Context: an optimization exercise on an open-source flow, tuned for small area. The choices shown serve that exercise and are no tape-out recipe. In this exercise RTL edits were held to simulation tests only and were not proved equivalent to the original. No driver is modelled on the clock port, so clock power and skew are understated where the tree is cut down; a real chip needs a root buffer or a tree. Power is estimated from default activity; no workload was simulated.

==> inputs of nickel <==
// metro
module metro(
input clk,
input rst,
input sw1,
input sw2,
input sw3,
input sw4,
input sw5,
input sw6,
input swyon1,
input swyon2,
output AB1,
output AB2,
output AB3,
output AB4,
output AB5,
output AB6,
output CD1,
output CD2,
output CD3,
output CD4,
output CD5,
output CD6,
output CD7,
output CD8,
output CD9,
output CD10,
output [6:0] seg,
output [3:0] an
    );
==> module metro, before the edit <==
module metro(
input clk,
input rst,
input sw1,
input sw2,
input sw3,
input sw4,
input sw5,
input sw6,
input swyon1,
input swyon2,
output AB1,
output AB2,
output AB3,
output AB4,
output AB5,
output AB6,
output CD1,
output CD2,
output CD3,
output CD4,
output CD5,
output CD6,
output CD7,
output CD8,
output CD9,
output CD10,
output [6:0] seg,
output [3:0] an
    );
localparam [4:0] P_Q = 5'b10100;
reg [4:0] q_s;
wire [4:0] q = q_s ^ P_Q;
localparam [6:0] P_H = 7'b0000000;
reg [6:0] h_s;
wire [6:0] h = h_s ^ P_H;
wire tick2 = q[4] & ~q[3];
wire tick1 = ~q[4] & q[3] & (h == 7'd50);
always @(posedge clk) begin
    if (rst) begin
        q_s <= (5'b01111) ^ P_Q;
        h_s <= (7'd0) ^ P_H;
    end else begin
        q_s <= ({q[3:0], ~q[4]}) ^ P_Q;
        if (tick2) h_s <= ((h[6] & h[5] & h[1] & h[0]) ? 7'd0 : h + 7'd1) ^ P_H;
    end
end
wire [1:0] count = h[1:0];
localparam [1:0] P_SC = 2'b00;
reg [1:0] sc_s;
wire [1:0] sc = sc_s ^ P_SC;
localparam [2:0] P_S3 = 3'b000;
reg [2:0] s3_s;
wire [2:0] s3 = s3_s ^ P_S3;
wire init = s3[2] & s3[0];
always @(posedge clk) begin
    if (rst) begin
        sc_s <= (2'd0) ^ P_SC;
        s3_s <= (3'd5) ^ P_S3;
    end else if (tick1) begin
        sc_s <= (sc + 2'd1) ^ P_SC;
        s3_s <= (s3[2] ? {2'b00, s3[0]} : s3 + 3'd1) ^ P_S3;
    end
end
wire step = tick1 & s3[2] & ~s3[0];
localparam [1:0] P_PH = 2'b00;
reg [1:0] ph_s;
wire [1:0] ph = ph_s ^ P_PH;
localparam [2:0] P_SG = 3'b010;
reg [2:0] sg_s;
wire [2:0] sg = sg_s ^ P_SG;
localparam [2:0] P_WT = 3'b000;
reg [2:0] wt_s;
wire [2:0] wt = wt_s ^ P_WT;       
localparam P_YONEL = 1'b0;
reg yonel_s;
wire yonel = yonel_s ^ P_YONEL;
wire none = ~ph[1] & ph[0];
wire at = ~ph[1] & ~ph[0];
wire anysw = swyon1 | swyon2;
wire [5:0] r = {sw6, sw5 & anysw, sw4 & anysw, sw3 & anysw, sw2 & anysw, sw1};
wire [5:0] sgd = {sg[2] & ~sg[1], sg[1] & ~sg[0], sg[2] & sg[0],
                  ~sg[2] & sg[1], ~sg[1] & sg[0], ~sg[2] & ~sg[0]};
wire [5:0] ab = ({6{at}} & sgd) | ({6{none}} & r);
assign {AB6, AB5, AB4, AB3, AB2, AB1} = ab;
assign {CD9, CD7, CD5, CD3, CD1} = {5{ph[1] & ~ph[0]}} & sgd[4:0];
assign {CD10, CD8, CD6, CD4, CD2} = {5{ph[1] & ph[0]}} & sgd[4:0];
wire anyab = at | (none & (|r));
reg [2:0] sel;
always @(*) begin
    if (at) sel = sg;
    else if (r[0]) sel = 3'b000;
    else if (r[1]) sel = 3'b001;
    else if (r[2]) sel = 3'b011;
    else if (r[3]) sel = 3'b111;
    else if (r[4]) sel = 3'b110;
    else sel = 3'b100;
end
wire sel1 = ~sel[2] & ~sel[0];    
wire sel6 = sel[2] & ~sel[1];     
wire yon = yonel & (sw6 | (~swyon1 & ~sw1));
wire wdone = wt[2] & ~wt[1];
always @(posedge clk) begin
    if (rst) begin
        ph_s <= (2'b01) ^ P_PH;
        sg_s <= (3'b000) ^ P_SG;
        wt_s <= (3'b000) ^ P_WT;
        yonel_s <= (1'b1) ^ P_YONEL;
    end else if (step) begin
        if (~ph[1]) begin
            if (anyab) begin
                if (wdone) begin
                    wt_s <= (3'b000) ^ P_WT;
                    if (sel1) yonel_s <= (1'b0) ^ P_YONEL;
                    if (sel6) yonel_s <= (1'b1) ^ P_YONEL;
                    if (sel1 | (~yon & ~sel6)) begin
                        ph_s <= (2'b10) ^ P_PH; sg_s <= (sel) ^ P_SG;                         
                    end else begin
                        ph_s <= (2'b11) ^ P_PH; sg_s <= ({~sel[0], sel[2], sel[1]}) ^ P_SG;   
                    end
                end else
                    wt_s <= ({wt[1], wt[0], ~wt[2]}) ^ P_WT;
            end
        end else if (~ph[0]) begin
            ph_s <= (yon ? 2'b00 : 2'b11) ^ P_PH;
        end else begin
            if (yon) ph_s <= (2'b10) ^ P_PH;
            else begin ph_s <= (2'b00) ^ P_PH; sg_s <= ({sg[1], sg[0], ~sg[2]}) ^ P_SG; end
        end
    end
end
localparam [2:0] P_PEND = 3'b000;
reg [2:0] pend_s;
wire [2:0] pend = pend_s ^ P_PEND;
localparam [2:0] P_ST = 3'b000;
reg [2:0] st_s;
wire [2:0] st = st_s ^ P_ST;
localparam [1:0] P_RR = 2'b00;
reg [1:0] rr_s;
wire [1:0] rr = rr_s ^ P_RR;
always @(posedge clk) begin
    if (rst) begin
        pend_s <= (3'b010) ^ P_PEND;
        st_s <= (3'b010) ^ P_ST;
        rr_s <= (2'd0) ^ P_RR;
    end else begin
        if (tick1) pend_s <= ((init | ~anyab) ? 3'b010 : sel) ^ P_PEND;
        if (tick2 & (pend != 3'b010)) begin
            st_s <= (pend) ^ P_ST;
            rr_s <= (sc) ^ P_RR;
        end
    end
end
segmento HH(.st(st), .rr(rr), .c(count), .disp(seg));
localparam P_ANF = 1'b0;
reg anf_s;
wire anf = anf_s ^ P_ANF;
always @(posedge clk) begin
    if (rst) anf_s <= (1'b0) ^ P_ANF;
    else if (tick2) anf_s <= (anyab) ^ P_ANF;
end
assign an = anf ? ~(4'b0001 << count) : 4'b1111;
endmodule
export LEC_CHECK = 0
export ABC_AREA = 1
export CAP_MARGIN = 20
export CORE_MARGIN = 2
export CORE_UTILIZATION = 45
export SLEW_MARGIN = 20
create_clock -name core_clock -period 10.0 [get_ports {clk}]
standard.sh (not shown) runs the stock make flow with config.mk's settings and CLKGATE_MAP_FILE= SYNTH_SCRIPT=/design/flow/synth_recipe.tcl, a recipe that flattens the netlist after the stock synthesis.
==> flow/flow/run.sh <==
#!/bin/bash
# Layout flow: the standard ORFS flow, with
#  - synthesis: ORFS's own script (same register names), but without the
#    half/full-adder extraction and with an area-oriented ABC script
#  - port buffers of the smallest buffer cell
#  - one clock buffer driving all registers instead of a buffer tree
# Each tool's full output goes to a log file in the work folder.
set -euo pipefail
W=$(pwd)
F=$W/flow
# synthesis script: the reference script, with abc calls redirected to flow/area.abc
{
  echo 'proc synth {args} { yosys synth -nofsm -noshare {*}$args }'
  cat "$F/abc_wrap.tcl"
  sed -n '2,$p' "$W/synth_recipe.tcl"
} > "$W/own_synth.tcl"
export OWN_ABC_SCRIPT="$F/area.abc"
bash "$W/standard.sh" SYNTH_SCRIPT="$W/own_synth.tcl" ADDER_MAP_FILE= \
  "BUFFER_PORTS_ARGS=-buffer_cell sky130_fd_sc_hd__buf_1" \
  "CTS_ARGS=-sink_clustering_enable -repair_clock_nets -dont_use_dummy_load -buf_list {sky130_fd_sc_hd__clkbuf_4} -root_buf sky130_fd_sc_hd__clkbuf_4" \
  "POST_CTS_TCL=$F/one_clock_buffer.tcl" \
  finish > "$W/own_flow_make.log" 2>&1
Other scripts of this flow, unchanged in this note and not shown: flow/flow/abc_wrap.tcl, flow/flow/area.abc, flow/flow/one_clock_buffer.tcl
==> inputs of willow, as changes to nickel <==
--- a/flow/design.v
+++ b/flow/design.v
@@ -30,51 +30,35 @@
 output [3:0] an
     );
-localparam [4:0] P_Q = 5'b10100;
-reg [4:0] q_s;
-wire [4:0] q = q_s ^ P_Q;
-localparam [6:0] P_H = 7'b0000000;
-reg [6:0] h_s;
-wire [6:0] h = h_s ^ P_H;
+reg [4:0] q;
+reg [6:0] h;
 wire tick2 = q[4] & ~q[3];
 wire tick1 = ~q[4] & q[3] & (h == 7'd50);
 always @(posedge clk) begin
     if (rst) begin
-        q_s <= (5'b01111) ^ P_Q;
-        h_s <= (7'd0) ^ P_H;
+        q <= 5'b01111;
+        h <= 7'd0;
     end else begin
-        q_s <= ({q[3:0], ~q[4]}) ^ P_Q;
-        if (tick2) h_s <= ((h[6] & h[5] & h[1] & h[0]) ? 7'd0 : h + 7'd1) ^ P_H;
+        q <= {q[3:0], ~q[4]};
+        if (tick2) h <= (h[6] & h[5] & h[1] & h[0]) ? 7'd0 : h + 7'd1;
     end
 end
 wire [1:0] count = h[1:0];
-localparam [1:0] P_SC = 2'b00;
-reg [1:0] sc_s;
-wire [1:0] sc = sc_s ^ P_SC;
-localparam [2:0] P_S3 = 3'b000;
-reg [2:0] s3_s;
-wire [2:0] s3 = s3_s ^ P_S3;
+reg [1:0] sc;
+reg [2:0] s3;
 wire init = s3[2] & s3[0];
 always @(posedge clk) begin
     if (rst) begin
-        sc_s <= (2'd0) ^ P_SC;
-        s3_s <= (3'd5) ^ P_S3;
+        sc <= 2'd0;
+        s3 <= 3'd5;
     end else if (tick1) begin
-        sc_s <= (sc + 2'd1) ^ P_SC;
-        s3_s <= (s3[2] ? {2'b00, s3[0]} : s3 + 3'd1) ^ P_S3;
+        sc <= sc + 2'd1;
+        s3 <= s3[2] ? {2'b00, s3[0]} : s3 + 3'd1;
     end
 end
 wire step = tick1 & s3[2] & ~s3[0];
-localparam [1:0] P_PH = 2'b00;
-reg [1:0] ph_s;
-wire [1:0] ph = ph_s ^ P_PH;
-localparam [2:0] P_SG = 3'b010;
-reg [2:0] sg_s;
-wire [2:0] sg = sg_s ^ P_SG;
-localparam [2:0] P_WT = 3'b000;
-reg [2:0] wt_s;
-wire [2:0] wt = wt_s ^ P_WT;       
-localparam P_YONEL = 1'b0;
-reg yonel_s;
-wire yonel = yonel_s ^ P_YONEL;
+reg [1:0] ph;
+reg [2:0] sg;
+reg [2:0] wt;       
+reg yonel;
 wire none = ~ph[1] & ph[0];
 wire at = ~ph[1] & ~ph[0];
@@ -104,60 +88,52 @@
 always @(posedge clk) begin
     if (rst) begin
-        ph_s <= (2'b01) ^ P_PH;
-        sg_s <= (3'b000) ^ P_SG;
-        wt_s <= (3'b000) ^ P_WT;
-        yonel_s <= (1'b1) ^ P_YONEL;
+        ph <= 2'b01;
+        sg <= 3'b000;
+        wt <= 3'b000;
+        yonel <= 1'b1;
     end else if (step) begin
         if (~ph[1]) begin
             if (anyab) begin
                 if (wdone) begin
-                    wt_s <= (3'b000) ^ P_WT;
-                    if (sel1) yonel_s <= (1'b0) ^ P_YONEL;
-                    if (sel6) yonel_s <= (1'b1) ^ P_YONEL;
+                    wt <= 3'b000;
+                    if (sel1) yonel <= 1'b0;
+                    if (sel6) yonel <= 1'b1;
                     if (sel1 | (~yon & ~sel6)) begin
-                        ph_s <= (2'b10) ^ P_PH; sg_s <= (sel) ^ P_SG;                         
+                        ph <= 2'b10; sg <= sel;                         
                     end else begin
-                        ph_s <= (2'b11) ^ P_PH; sg_s <= ({~sel[0], sel[2], sel[1]}) ^ P_SG;   
+                        ph <= 2'b11; sg <= {~sel[0], sel[2], sel[1]};   
                     end
                 end else
-                    wt_s <= ({wt[1], wt[0], ~wt[2]}) ^ P_WT;
+                    wt <= {wt[1], wt[0], ~wt[2]};
             end
         end else if (~ph[0]) begin
-            ph_s <= (yon ? 2'b00 : 2'b11) ^ P_PH;
+            ph <= yon ? 2'b00 : 2'b11;
         end else begin
-            if (yon) ph_s <= (2'b10) ^ P_PH;
-            else begin ph_s <= (2'b00) ^ P_PH; sg_s <= ({sg[1], sg[0], ~sg[2]}) ^ P_SG; end
+            if (yon) ph <= 2'b10;
+            else begin ph <= 2'b00; sg <= {sg[1], sg[0], ~sg[2]}; end
         end
     end
 end
-localparam [2:0] P_PEND = 3'b000;
-reg [2:0] pend_s;
-wire [2:0] pend = pend_s ^ P_PEND;
-localparam [2:0] P_ST = 3'b000;
-reg [2:0] st_s;
-wire [2:0] st = st_s ^ P_ST;
-localparam [1:0] P_RR = 2'b00;
-reg [1:0] rr_s;
-wire [1:0] rr = rr_s ^ P_RR;
-always @(posedge clk) begin
-    if (rst) begin
-        pend_s <= (3'b010) ^ P_PEND;
-        st_s <= (3'b010) ^ P_ST;
-        rr_s <= (2'd0) ^ P_RR;
+reg [2:0] pend;
+reg [2:0] st;
+reg [1:0] rr;
+always @(posedge clk) begin
+    if (rst) begin
+        pend <= 3'b010;
+        st <= 3'b010;
+        rr <= 2'd0;
     end else begin
-        if (tick1) pend_s <= ((init | ~anyab) ? 3'b010 : sel) ^ P_PEND;
+        if (tick1) pend <= (init | ~anyab) ? 3'b010 : sel;
         if (tick2 & (pend != 3'b010)) begin
-            st_s <= (pend) ^ P_ST;
-            rr_s <= (sc) ^ P_RR;
+            st <= pend;
+            rr <= sc;
         end
     end
 end
 segmento HH(.st(st), .rr(rr), .c(count), .disp(seg));
-localparam P_ANF = 1'b0;
-reg anf_s;
-wire anf = anf_s ^ P_ANF;
-always @(posedge clk) begin
-    if (rst) anf_s <= (1'b0) ^ P_ANF;
-    else if (tick2) anf_s <= (anyab) ^ P_ANF;
+reg anf;
+always @(posedge clk) begin
+    if (rst) anf <= 1'b0;
+    else if (tick2) anf <= anyab;
 end
 assign an = anf ? ~(4'b0001 << count) : 4'b1111;
==> qor summary <==
| metric | nickel | willow |
|---|---|---|
| Status | complete, no violations | complete, no violations |
| Synthesis-to-finish area growth | 12.6% | 12.6% |
| Net switching component of the power | 0.0437 mW | 0.0433 mW |
| Die footprint | 0.00439 mm2 | 0.00439 mm2 |
| Highest fanout seen on the critical path | 6 | 4 |
| Logic pwr share | 7.9% | 7.7% |
| Worst path max stage delay | 400 ps | 410 ps |
| Chip Width | 66.2 um | 66.3 um |
| Final-layout fill cell count | 381 | 398 |
| First-pass GRT wire length | 6590 um | 6510 um |
| Area of the multi-input gates | 915 um2 | 895 um2 |
| Worst setup startpoint | h_s[1] | swyon1 |
| Data arrival time of the critical path | 3160 ps | 2920 ps |
| Share of the final layout cell area in multi-input gates | 46.6% | 45.5% |
| Internal power contribution | 0.165 mW | 0.164 mW |
| CP Launch Type | register | input pin |
| Compound-cell area share of the yosys netlist | 24.4% | 23.6% |
| Worst R2R End | sg_s[1] | sg[2] |
| Inverter count | 34 | 40 |
| Multi-Input Combinational | 181 | 175 |
| Post-detailed-routing wire length | 3770 um | 3790 um |
| Via count normalized by instance count | 5.25 | 5.24 |
| Minimum setup slack in the final design | 4840 ps | 5080 ps |
In every run of this note, the design's own scripts or RTL, not TritonCTS, make the clock network.

==> separate check: timing with driven ports <==
Ports are ideal in the flow. The routed layouts listed here were re-timed in OpenROAD.
Step 1, drivers: a clkbuf_16 drives clk and a buf_2 each remaining input, both assumed.
Step 2, shift: input delay + t, output delay - t, t = (earliest + latest rising clock arrival at the registers) / 2. This alone moves slack from input paths to output paths.
Three values: no drivers, after step 1, after step 2; two values: the first two.
run	t (ns)	slack for setup (ns)	clock arrival spread, ns	slew at the worst register clock pin (ns)	pins driven straight from the clock port
nickel	0.203	4.842 / 4.812 / 5.014	0.009 / 0.009	0.12 / 0.12	1
willow	0.201	5.081 / 5.049 / 5.049	0.004 / 0.004	0.12 / 0.12	1
After both steps setup and hold are still met in every run listed. The setup slack of willow, which loses most, moves by -0.032 ns with the drivers and by -0.032 ns with both steps.
